Source: an optimization exercise on an open RTL-to-GDS flow (aim: small area, a short achievable clock period and few clock cycles per item). Production flows keep margins and buffers that such runs may drop.
At most, simulation tests tie the RTL to the original design; equivalence was not proved.

JK:
## Rsa256Wrapper
module Rsa256Wrapper (
    input         avm_rst,
    input         avm_clk,
    output  [4:0] avm_address,
    output        avm_read,
    input  [31:0] avm_readdata,
    output        avm_write,
    output [31:0] avm_writedata,
    input         avm_waitrequest
);
export LEC_CHECK = 0
export CAP_MARGIN = 20
export CORE_MARGIN = 2
export CORE_UTILIZATION = 40
export SETUP_SLACK_MARGIN = 1.0
export SLEW_MARGIN = 45
export SYNTH_HIERARCHICAL = 1
create_clock -name core_clock -period 22.0 [get_ports {avm_clk}]
standard.sh (not shown) runs the stock make flow with config.mk's settings and CLKGATE_MAP_FILE= SYNTH_SCRIPT=/design/flow/synth_recipe.tcl, a recipe that flattens the netlist after the stock synthesis.
==> flow/flow/run.sh <==
#!/bin/bash
# Standard synthesis, then the standard ORFS layout steps with repair_timing
# aiming at a shorter period than the constraint (which stays as it is), and
# port buffers of a plain buffer cell.
set -euo pipefail
MARGIN=16.1
bash standard.sh synth > synth.log 2>&1
bash standard.sh SETUP_SLACK_MARGIN=$MARGIN SKIP_BUFFER_REMOVAL=1 \
    "BUFFER_PORTS_ARGS=-inputs -outputs -buffer_cell sky130_fd_sc_hd__buf_4" \
    floorplan place cts route finish > layout.log 2>&1
JK: done, clean on timing, DRC and antenna
Testbench counts of JK, summed over its fixed seeds: cycles 250,615, items 24.
The following lists how MS was set up differently from JK:
--- a/flow/design.v
+++ b/flow/design.v
@@ -346,15 +346,15 @@
     output  [4:0] avm_address,
     output        avm_read,
     input  [31:0] avm_readdata,
     output        avm_write,
     output [31:0] avm_writedata,
     input         avm_waitrequest
 );
-localparam R  = 10;                           
+localparam R  = 11;                           
 localparam NT = 256 + R;                     
 localparam WB = NT + 1;                      
 localparam WS = NT + 2;                      
 localparam M  = (WS + R - 1) / R;            
 localparam K  = R * M;                       
 localparam RX_BASE     = 5'd0;
 localparam TX_BASE     = 5'd4;
@@ -382,14 +382,16 @@
 localparam O_MUL3 = 4;     
 localparam O_FIN  = 5;     
 localparam NO     = 6;
 logic [NS-1:0] st;
 logic [NO-1:0] op;
 logic         rd_r, wr_r;                
 logic [4:0]   addr_r;
+logic         rd_q;                      
+logic [4:0]   addr_q;                    
 logic         rd_n, wr_n;
 logic [4:0]   addr_n;
 logic [8:0]   cnt;
 logic [8:0]   bitcnt;                    
 logic         keyed, started, fr;
 logic         sq2;                       
 logic [1:0]   mulp;                      
@@ -400,14 +402,16 @@
 logic [K-1:0] C3;                        
 logic [WB-1:0] X;
 logic [7:0]   txb, rxb;
 logic [R-1:0] ad, q, dn, hp;             
 logic [2*R-1:0] pa;                      
 logic [WS-1:0] Scf, Ssf;                 
 logic         cin;
+assign rd_r          = ~rd_q;
+assign addr_r        = addr_q ^ STATUS_BASE;
 assign avm_address   = addr_r;
 assign avm_read      = rd_r;
 assign avm_write     = wr_r;
 assign avm_writedata = {24'd0, txb};
 wire done = !avm_waitrequest;
 wire [NT-1:0] Nt = {Q[NT-R:0], {(R-1){1'b1}}};
 wire a_x  = op[O_PRE1] || op[O_SQR];
@@ -553,18 +557,24 @@
     end
     if (st[S_TXD] && done) begin
         rd_n   = 1'b1;
         wr_n   = 1'b0;
         addr_n = STATUS_BASE;
     end
 end
-always_ff @(posedge avm_clk) begin
-    rd_r   <= avm_rst ? 1'b1 : rd_n;
-    wr_r   <= avm_rst ? 1'b0 : wr_n;
-    addr_r <= avm_rst ? STATUS_BASE : addr_n;
+always_ff @(posedge avm_clk or posedge avm_rst) begin
+    if (avm_rst) begin
+        rd_q   <= 1'b0;
+        wr_r   <= 1'b0;
+        addr_q <= 5'd0;
+    end else begin
+        rd_q   <= ~rd_n;
+        wr_r   <= wr_n;
+        addr_q <= addr_n ^ STATUS_BASE;
+    end
 end
 always_ff @(posedge avm_clk or posedge avm_rst) begin
     if (avm_rst) begin
         st      <= 1 << S_RXS;
         op      <= 1 << O_SQR;
         cnt     <= 9'd0;
         bitcnt  <= 9'd0;
==> comparison <==
MS | stages: all done | timing, DRC, antenna: all pass. When the final numbers for MS and JK were put side by side, the final setup slack of the worst path turned out to be greater in JK. Of the two values seen for launch point of the critical path, txb[0] was produced by JK and X[2] by MS. Delta(number of buffer and inverter stages on the critical path, MS - JK) > 0. Per the comparison of MS with JK, synthesis-to-layout area growth flat, number of antenna violations at the first check in global routing moved up, length in cells of the worst reg-to-reg path went up, number of placed I/O pins was more or less identical, count of vias placed by the detailed router went up. On initial cell density of the core, MS and JK are neck and neck.
For MS, only the layout was checked, not whether the RTL still works.

== run A ==
Another version of the RTL of Rsa256Wrapper (not shown whole).
Size in the first run: ~23000 cells after synthesis, about 240000 µm² of cells after synthesis.
## Rsa256Wrapper
module Rsa256Wrapper (
    input         avm_rst,
    input         avm_clk,
    output  [4:0] avm_address,
    output        avm_read,
    input  [31:0] avm_readdata,
    output        avm_write,
    output [31:0] avm_writedata,
    input         avm_waitrequest
);
Settings: LEC_CHECK=0, CAP_MARGIN=20, CORE_MARGIN=2, CORE_UTILIZATION=40, SETUP_SLACK_MARGIN=1.0, SLEW_MARGIN=45, SYNTH_HIERARCHICAL=1; clock period 22.0 ns.
Scripts as last shown in full above: flow/flow/run.sh
Here is what was changed in the inputs of run B compared with run A.
--- a/flow/design.v
+++ b/flow/design.v
@@ -464,27 +464,27 @@
         D <= {D[253:0], D[255:254]};
     end
     if (st[S_SCAN] && !started)
         Cm <= Xp;
     else if (st[S_MONT] && a_cm)
         Cm <= {Cm[R-1:0], Cm[K-1:R]};
     if (st[S_CONV] && d_c3)
         C3 <= C3_new;
     else if (st[S_MONT] && a_c3)
         C3 <= {C3[R-1:0], C3[K-1:R]};
 end
 always_comb begin
-    rd_n   = rd_r;
-    wr_n   = wr_r;
-    addr_n = addr_r;
+    rd_n   = st[S_RXS] || st[S_RXD] || st[S_TXS];
+    wr_n   = st[S_TXD];
+    addr_n = st[S_RXD] ? RX_BASE : st[S_TXD] ? TX_BASE : STATUS_BASE;
     if (st[S_RXS] && done && avm_readdata[7]) addr_n = RX_BASE;
     if (st[S_RXD] && done) begin
         if (cnt == (keyed ? 9'd31 : 9'd95)) rd_n = 1'b0;
         else addr_n = STATUS_BASE;
     end
     if (st[S_DBLB] && fr && cnt == R - 1) begin
         rd_n   = 1'b1;
         addr_n = STATUS_BASE;
     end
     if (st[S_TXS] && done && avm_readdata[6]) begin
         rd_n   = 1'b0;
         wr_n   = 1'b1;
### Flow results
- On die area, run B tracks run A almost exactly.
- Via count of the first global-routing pass across run A and run B: no real change.
- Area: run B vs run A -> run B smaller
Testbench counts of run B, summed over its fixed seeds: cycles 300,019, items 24.
Function not checked in run A: the RTL went through the layout flow alone.

Rsa256Wrapper, a different RTL version from the one above (not shown whole).
For scale: ~29000 cells after synthesis, ~74 I/O pins, about 0.31 mm^2 of cells after synthesis.
clock: 22.0 ns
lec_check: 0
cap_margin: 20
core_margin: 2
core_utilization: 40
setup_slack_margin: 1.0
slew_margin: 45
synth_hierarchical: 1
Scripts as last shown in full above: flow/flow/run.sh
==> next run, changes <==
--- a/flow/design.v
+++ b/flow/design.v
@@ -341,25 +341,25 @@
 KsAdd #(.W(WP)) add (.a(s), .b(c), .ci(1'b0), .s(p), .co());
 endmodule
 module Rsa256Wrapper (
     input         avm_rst,
     input         avm_clk,
     output  [4:0] avm_address,
     output        avm_read,
     input  [31:0] avm_readdata,
     output        avm_write,
     output [31:0] avm_writedata,
     input         avm_waitrequest
 );
-localparam R  = 12;                           
+localparam R  = 10;                           
 localparam NT = 256 + R;                     
 localparam WB = NT + 1;                      
 localparam WS = NT + 2;                      
 localparam M  = (WS + R - 1) / R;            
 localparam K  = R * M;                       
 localparam RX_BASE     = 5'd0;
 localparam TX_BASE     = 5'd4;
 localparam STATUS_BASE = 5'd8;
 localparam S_RXS   = 0;    
 localparam S_RXD   = 1;    
 localparam S_WAIT  = 2;    
 localparam S_NT0   = 3;    
@@ -484,25 +484,25 @@
 wire ntlast = (cnt == R - 1);
 wire rot1 = (st[S_SCAN] && more) || (decide && more && !win3);
 wire rot2 = decide && more && win3;
 always_ff @(posedge avm_clk) begin
     X   <= X_next;
     rxb <= avm_readdata[7:0];
     ad  <= ad_next;
     cn  <= op_conv;
     pa  <= pa_next;
     q   <= q_next;
     dn  <= dn_next;
     hp  <= Q[R:1] + 1'b1;
-    if (shp || (st[S_DBLB] && fr)) txb <= X_next[R+247 -: 8];
+    txb <= (st[S_TXS] || st[S_TXD] || (st[S_DBLB] && fr)) ? X_next[R+247 -: 8] : 8'd0;
     if (st[S_MONT]) begin
         Scf <= t_scf;
         Ssf <= t_ssf;
         cin <= t_cin;
     end else if (st[S_DBLA] || st[S_DBLB]) begin
         Scf <= st[S_DBLA] ? ~{X[WS-2:256] & {(WS-257){fr}}, X[255:0], 1'b0}
                           : {ge ? nsum[WS-2:0] : Scf[WS-2:0], 1'b1};
         Ssf <= fr ? {{(WS-256-R){1'b0}}, N, {R{1'b0}}} : {{(WS-256){1'b0}}, N};
         cin <= 1'b1;
     end else if (st[S_NTA]) begin
         Scf <= ~{{(WS-257){1'b0}}, Q};
         Ssf <= Q[0] ? '1 : ~{{(WS-256){1'b0}}, N};
Result: The changed run completed with no timing, DRC or antenna violations. Final area went down by about 12%. Cell count decreases by about 12%. Sequential cell count went down by 30. First-iteration DRC count goes down by about 11%. Wire length is lower by 13%. Sequential share of layout area went up by 2.4 points.
Function was not checked in any run of this note: the RTL went through the layout flow alone.

-- re-timing with driven ports --
No port has a modelled driver above. Below, the same layouts with a new extraction and two added sets of constraints. Step 1 sets driving cells, clkbuf_16 on the clock port and buf_2 on the other inputs (assumed; they add their load-dependent delay and slew). Step 2 times the ports against the registers' clock, not the clock port: input delays grow and output delays shrink by t, the midpoint of the rising clock arrivals with the driver on. a / b / c = no drivers / after step 1 / after step 2; a / b = the first two.
run	t, ns	setup slack, ns	hold WS [ns]	pins driven straight from the clock port
JK	1.155	16.038 / 15.886 / 15.334	0.379 / 0.379 / 0.379	1
MS	1.100	15.661 / 15.661 / 15.458	0.424 / 0.424 / 0.424	1
run A	1.100	15.890 / 15.766 / 15.216	0.445 / 0.445 / 0.445	1
run B	1.115	15.927 / 15.811 / 15.466	0.419 / 0.419 / 0.419	1
the first run of note 3	1.149	15.815 / 15.771 / 15.593	0.419 / 0.419 / 0.419	1
the second run of note 3	1.103	16.040 / 16.021 / 15.320	0.367 / 0.367 / 0.367	1
After both steps every run listed still meets setup and hold. The setup slack of the second run of note 3, which loses most, moves by -0.019 ns with the drivers and by -0.720 ns with both steps.
